This is an optimization exercise on Yosys and OpenROAD, whose aim is small area and a short achievable clock period, not a production implementation. Function was checked by simulation only, so behaviour that the tests miss may differ from the original. Power is estimated from default activity; no workload was simulated.

== run 1 ==
==> flow/design.v (excerpt) <==
module fir_transpose_nom #(
    parameter DATA_WIDTH      = 5,
    parameter TAP_COEFF_WIDTH = 5,
    parameter NUM_TAPS        = 50
)(
    input                               clk,
    input                               rst,
    input  signed [DATA_WIDTH-1:0]      in,
    output signed [DATA_WIDTH-1:0]      out,
    input  [NUM_TAPS*TAP_COEFF_WIDTH-1:0] tap_coeffs
);
For scale: about 6,200 cells after synthesis, about 500 flip-flops, about 41,000 um^2 of cells after synthesis.
==> flow/config.mk <==
export PLATFORM = sky130hd
export DESIGN_NAME = fir_transpose_nom
export DESIGN_NICKNAME = fir_transpose_nom
export VERILOG_FILES = /design/flow/design.v
export SDC_FILE = /design/flow/constraint.sdc
export NUM_CORES = 4
export LEC_CHECK = 0
export CAP_MARGIN = 20
export CORE_MARGIN = 2
export CORE_UTILIZATION = 45
export SETUP_SLACK_MARGIN = 3.0
export SLEW_MARGIN = 20
==> flow/constraint.sdc <==
create_clock -name core_clock -period 6.0 [get_ports {clk}]
set_input_delay 1.2000 -clock core_clock [delete_from_list [all_inputs] [get_ports {clk}]]
set_output_delay 1.2000 -clock core_clock [all_outputs]
set_load 0.01 [all_outputs]
standard.sh (not shown) runs the stock make flow with config.mk's settings and CLKGATE_MAP_FILE= SYNTH_SCRIPT=/design/flow/synth_recipe.tcl, a recipe that flattens the netlist after the stock synthesis.
==> flow/flow/run.sh <==
#!/bin/bash
# The standard layout (standard.sh), with two changes to synthesis only:
# adders are left to ABC instead of being mapped onto the library's full- and
# half-adder cells, and ABC maps with flow/abc.script. Registers are untouched.
set -euo pipefail
W=$(pwd)
export FLOW_SYNTH_TCL=$W/synth_recipe.tcl
bash standard.sh SYNTH_SCRIPT=$W/flow/my_synth.tcl ADDER_MAP_FILE= \
  ABC_SCRIPT_OVERRIDE=$W/flow/abc.script finish > standard_flow.log 2>&1
==> flow/flow/abc.script <==
strash
dch -f
amap
topo
stime -c
buffer -c
upsize -c
dnsize -c
==> flow/flow/my_synth.tcl <==
# The standard flow's synthesis script (synth_recipe.tcl in the flow's work folder, sourced
# unchanged), with ABC's mapping script replaced by the file named in
# ABC_SCRIPT_OVERRIDE. Only the combinational mapping changes; registers are
# mapped exactly as in the standard synthesis.
proc abc {args} {
  if { [info exists ::env(ABC_SCRIPT_OVERRIDE)] && $::env(ABC_SCRIPT_OVERRIDE) ne "" } {
    set i [lsearch -exact $args -script]
    if { $i >= 0 } { lset args [expr { $i + 1 }] $::env(ABC_SCRIPT_OVERRIDE) }
  }
  yosys abc {*}$args
}
source $::env(FLOW_SYNTH_TCL)
Run 1 went all the way through synthesis, placement and routing and the layout is clean on timing, DRC and antenna.
Input-level comparison between run 2 and run 1:
- a change of CORE_UTILIZATION from 45 to 60
- a change of SETUP_SLACK_MARGIN from 3.0 to 2.5
==> flow/flow/abc.script <==
&get -n
&st
&dch -f
&nf -R 1000
&put
topo
stime -c
buffer -c
upsize -c
dnsize -c
Results
- NOTE: starting density of the core in run 2 exceeds that of run 1
- Changes observed in run 2 relative to run 1: fraction of final layout cells sized beyond drive strength 1 now sits lower, final weighted congestion in routability-driven placement now sits higher.
- Against run 1, peak ir drop on the vdd network in run 2 came out worse.
- From run 1 to run 2 the numbers moved as follows: routed wire length went down about 20%; part of the total power dissipated in the clock network -2.5 points; number of instances resized during post-cts repair moved down; area after synthesis up 2100 um^2.
- Diff run 1 -> run 2: initial detailed-routing violation count down 1,282; data arrival time at the worst-slack endpoint down 230 ps.
Relative to run 2, the following input files were edited for run 3:
- swapping 60 for 50 in CORE_UTILIZATION
==> flow/flow/abc.script <==
strash
dch
map -B 0.9
topo
stime -c
buffer -c
upsize -c
dnsize -c
Notes after the runs:
Taking run 2 as the reference, in run 3 met2 usage went down by 0.69 points, total power -about 1.2%. Per the comparison of run 3 with run 2, post-route clock skew increased 13 ps; longest individual stage delay on the worst path went down; ratio of total power to cell area down 43 nW/um^2; post-detailed-routing wire length now sits higher; fraction of the mapped netlist area in simple logic gates grew by 20 points.

* * *

## the reference run
Another version of the RTL of fir_transpose_nom (not shown whole).
For scale: about 260 I/O pins, roughly 44000 um^2 of cells after synthesis.
make LEC_CHECK=0 CAP_MARGIN=20 CORE_MARGIN=2 CORE_UTILIZATION=60 SETUP_SLACK_MARGIN=2.5 SLEW_MARGIN=20 finish   # period 6.0 ns
run.sh (not shown) runs the stock make flow with config.mk's settings and CLKGATE_MAP_FILE= SYNTH_SCRIPT=/design/flow/synth_recipe.tcl, a recipe that flattens the netlist after the stock synthesis.
Stock flow here: none of the scripts above is used.
Changes in the trial run relative to the reference run:
Settings: CORE_UTILIZATION changed from 60 to 55; SETUP_SLACK_MARGIN changed from 2.5 to 3.0.
Findings:
- On internal power, the reference run and the trial run are neck and neck.
- The reference run → the trial run: synthesized cell count barely changed; reported leakage power dropped 0.20 nW; combined area of the multi-input logic cells dropped about 0.4%; cell area after placement climbed about 0.35%; core utilization dropped 6.6 points.
- [diff] final worst-path setup slack, the trial run relative to the reference run: regression
- The met2 global-route usage of the trial run falls short of that of the reference run by 5.9 points.
- The trial run vs the reference run: number of vias in the routed layout down by a few percent
- In the metrics for the reference run and the trial run, the one carrying the higher effective utilization at floorplan is the reference run.
- The lower combinational share of power of the reference run and the trial run is in the trial run.

* * *

Another version of the RTL of fir_transpose_nom (not shown whole).
For scale: ~6300 cells after synthesis, ~750 flip-flops, roughly 260 I/O pins, about 51000 um2 of cells after synthesis.
Settings: LEC_CHECK=0, CAP_MARGIN=20, CORE_MARGIN=2, CORE_UTILIZATION=50, SETUP_SLACK_MARGIN=3.3, SLEW_MARGIN=20; clock period 6.0 ns.
standard.sh (not shown) runs the stock make flow with config.mk's settings and CLKGATE_MAP_FILE= SYNTH_SCRIPT=/design/flow/synth_recipe.tcl, a recipe that flattens the netlist after the stock synthesis.
==> flow/flow/run.sh <==
#!/bin/bash
# The standard layout (standard.sh), with these changes:
# - synthesis leaves adders to ABC instead of mapping them onto the library's
#   full- and half-adder cells, and ABC maps with flow/abc.script (registers are
#   mapped exactly as in the standard synthesis);
# - every input and output port still gets its own buffer, but a plain buf_1
#   instead of the delay buffer the default picks (timing repair upsizes the
#   ones that need it).
set -euo pipefail
W=$(pwd)
export FLOW_SYNTH_TCL=$W/synth_recipe.tcl
bash standard.sh SYNTH_SCRIPT=$W/flow/my_synth.tcl ADDER_MAP_FILE= \
  ABC_SCRIPT_OVERRIDE=$W/flow/abc.script \
  "BUFFER_PORTS_ARGS=-buffer_cell sky130_fd_sc_hd__buf_1" finish > standard_flow.log 2>&1
==> flow/flow/abc.script <==
&get -n
&st
&dch -f
&nf -R 1000
&put
topo
stime -c
buffer -c
upsize -c
dnsize -c
Scripts as last shown in full above: flow/flow/my_synth.tcl
Next try:
CORE_UTILIZATION = 60   (was 50)
SETUP_SLACK_MARGIN = 3.6   (was 3.3)
After rerunning: Critical path depth is unchanged. Cell area rose by about 8%. Die area fell by about 16%.
Next try:
CORE_UTILIZATION = 45   (was 60)
SETUP_SLACK_MARGIN = 3.3   (was 3.6)
Outcome:
- flip-flop and latch count is unchanged
- total power went down by 10%
- worst setup slack got worse by 0.092 ns
- die area went up by 33%
- via count went down by 4.0%
- combinational power went down by 21%
- wire length went down by 1.1%
- sequential share of layout area went up by 1.8 points
- cell count went up by 3.2%
- worst hold slack got worse by 0.094 ns
Next try:
CORE_UTILIZATION = 60   (was 45)
Outcome: Combinational power is about the same. Hold slack gains 0.051 ns. Power drops slightly. Utilization rose by 16 points. Fmax fell by a few percent. Routed wire length went down by a little under a tenth.
Next try:
CORE_UTILIZATION = 68   (was 60)
What happened:
- cell area barely changes
- count of clock-buffer cells in the layout fell by 18
- sequential share of layout area is about the same
- via count is higher by a few percent
- global-route usage climbs by 4.1 points
- total power is about the same
- worst setup slack improves by 0.020 ns
- non-clock buffer count rises by 8
Next try:
==> flow/flow/abc.script (replaced) <==
&get -n
&st
&dch -f
&nf -R 0
&put
topo
stime -c
buffer -c
upsize -c
dnsize -c
CORE_UTILIZATION = 60   (was 68)
Total power is higher by about 7.5%.
Cell area grows by about 6.4%.
Maximum frequency climbs by about 0.7%.
Via count decreases by about 0.35%.
First-iteration DRC count decreases by about 10%.
Cell count went up by about 0.9%.
Clock skew goes down by 0.0035 ns.

* * *

Setup of v6:
fir_transpose_nom with an RTL version that a note above also has.
For scale: ~5300 cells after synthesis, ~500 flip-flops, ~260 I/O pins, ~0.043 sq mm of cells after synthesis.
==> flow/config.mk <==
export PLATFORM = sky130hd
export DESIGN_NAME = fir_transpose_nom
export DESIGN_NICKNAME = fir_transpose_nom
export VERILOG_FILES = /design/flow/design.v
export SDC_FILE = /design/flow/constraint.sdc
export NUM_CORES = 4
export LEC_CHECK = 0
export CAP_MARGIN = 20
export CORE_MARGIN = 2
export CORE_UTILIZATION = 60
export SETUP_SLACK_MARGIN = 2.5
export SLEW_MARGIN = 20
==> flow/constraint.sdc <==
create_clock -name core_clock -period 6.0 [get_ports {clk}]
set_input_delay 1.2000 -clock core_clock [delete_from_list [all_inputs] [get_ports {clk}]]
set_output_delay 1.2000 -clock core_clock [all_outputs]
set_load 0.01 [all_outputs]
==> flow/flow/abc.script <==
&get -n
&st
&dch -f
&nf -R 1000
&put
topo
stime -c
buffer -c
upsize -c
dnsize -c
Scripts as last shown in full above: flow/flow/run.sh, flow/flow/my_synth.tcl
#### Input delta (v7 over v6)
Settings: SETUP_SLACK_MARGIN changed from 2.5 to 2.0; CORE_UTILIZATION changed from 60 to 50.
==> flow/flow/run.sh <==
#!/bin/bash
# The standard layout (standard.sh), with two changes to synthesis only:
# adders are left to ABC instead of being mapped onto the library's full- and
# half-adder cells, and ABC maps with flow/abc.script. Registers are untouched.
set -euo pipefail
W=$(pwd)
export FLOW_SYNTH_TCL=$W/synth_recipe.tcl
bash standard.sh SYNTH_SCRIPT=$W/flow/my_synth.tcl ADDER_MAP_FILE= \
  ABC_SCRIPT_OVERRIDE=$W/flow/abc.script finish > standard_flow.log 2>&1
--- outcome ---
v7: all stages complete, timing, DRC and antenna checks passed. Number of global-route vias before repair in v7 is 3.4% below v6. Per the comparison of v7 with v6, power saw a decrease; fraction of power spent switching nets decreased by 0.89 points relative to the old numbers; horizontal die dimension now larger; post-route worst setup slack decreased by 0.39 ns relative to the old numbers. Changes observed in v7 relative to v6: via count has decreased; power of the sequential group has remained practically unchanged.

* * *

Starting RTL as in the previous note.
Settings: LEC_CHECK=0, CAP_MARGIN=20, CORE_MARGIN=2, CORE_UTILIZATION=45, SETUP_SLACK_MARGIN=3.5, SLEW_MARGIN=20; clock period 6.0 ns.
==> flow/flow/run.sh <==
#!/bin/bash
# The standard layout (standard.sh), with two changes to synthesis only:
# adders are left to ABC instead of being mapped onto the library's full- and
# half-adder cells, and ABC maps with flow/abc.script. Registers are untouched.
set -euo pipefail
W=$(pwd)
export FLOW_SYNTH_TCL=$W/synth_recipe.tcl
bash standard.sh SYNTH_SCRIPT=$W/flow/my_synth.tcl ADDER_MAP_FILE= \
  ABC_SCRIPT_OVERRIDE=$W/flow/abc.script finish > standard_flow.log 2>&1
Scripts as last shown in full above: flow/flow/abc.script, flow/flow/my_synth.tcl
Edit:
SETUP_SLACK_MARGIN = 3.0   (was 3.5)
Outcome:
- final cell count fell slightly
- setup slack gets better by 0.20 ns
- via count shrinks slightly
- routed wire length falls by a few percent
- clock power barely changes
- synthesized cell count stays the same
- worst hold slack barely changes
Edit:
==> flow/flow/abc.script (replaced) <==
&get -n
&st
&dch -f
&nf -R 0
&put
topo
stime -c
buffer -c
upsize -c
dnsize -c
CORE_UTILIZATION = 60   (was 45)
SETUP_SLACK_MARGIN = 2.5   (was 3.0)
=>
- worst hold slack degrades by 0.0043 ns
- total power drops by 7.8%
- routed wire length shrinks by 8.7%
- sequential power barely changes
- worst setup slack is worse by 0.18 ns
- clock-buffer cell count shrinks by 8
- area after synthesis rises by 1.5%
Edit:
==> flow/flow/abc.script (replaced) <==
&get -n
&st
&dch -f
&nf -R 1000
&put
topo
stime -c
buffer -c
upsize -c
dnsize -c
CORE_UTILIZATION = 50   (was 60)
Via count went down by about 4.7%.
Total power goes up by about 1.8%.
Combinational power increases by about 0.9%.
Non-clock buffer count is higher by 18.
Synthesized area decreases by about 1.5%.
Clock skew went down by 0.0048 ns.
Final cell count came out higher by 5.0%.

[re-timing with driven ports]
The results above use ideal ports. As a check the final layouts listed here were re-extracted and re-timed, cells and wires unchanged. Step 1 assumes that a clkbuf_16 drives the clock port and a buf_2 every other input. Step 2 adds t to the input delays and takes it off the output delays; t is the mean of the earliest and latest rising clock arrival at the registers after step 1. Input paths then give back, and output paths get back, about the clock's delay inside the block. a / b / c = no drivers / after step 1 / after step 2; a / b = the first two.
| run | t, ns | setup slack, ns | pins driven straight from the clock port |
|---|---|---|---|
| run 1 | 0.708 | 2.338 / 2.171 / 1.464 | 1 |
| run 2 | 0.695 | 2.548 / 2.337 / 1.642 | 1 |
| run 3 | 0.755 | 2.554 / 2.563 / 1.808 | 1 |
| the reference run | 0.617 | 1.868 / 1.422 / 0.806 | 1 |
| the trial run | 0.633 | 1.769 / 1.681 / 1.048 | 1 |
| the first run of note 3 | 0.734 | 3.296 / 3.128 / 2.394 | 1 |
| the second run of note 3 | 0.714 | 3.395 / 3.220 / 2.506 | 1 |
| the third run of note 3 | 0.754 | 3.303 / 3.136 / 2.382 | 1 |
| the fourth run of note 3 | 0.708 | 3.246 / 3.138 / 2.430 | 1 |
| the fifth run of note 3 | 0.726 | 3.266 / 3.141 / 2.415 | 1 |
| the sixth run of note 3 | 0.738 | 3.284 / 3.309 / 2.571 | 1 |
| v6 | 0.690 | 2.540 / 2.338 / 1.648 | 1 |
| v7 | 0.708 | 2.150 / 2.158 / 1.450 | 1 |
| the first run of note 5 | 0.764 | 2.484 / 2.450 / 1.686 | 1 |
| the second run of note 5 | 0.759 | 2.689 / 2.474 / 1.715 | 1 |
| the third run of note 5 | 0.716 | 2.512 / 2.272 / 1.556 | 1 |
| the fourth run of note 5 | 0.720 | 2.504 / 2.289 / 1.569 | 1 |
After both steps every run listed still meets setup and hold. For the reference run, which loses most, drivers alone change the setup slack by -0.446 ns; drivers and shift together by -1.062 ns.
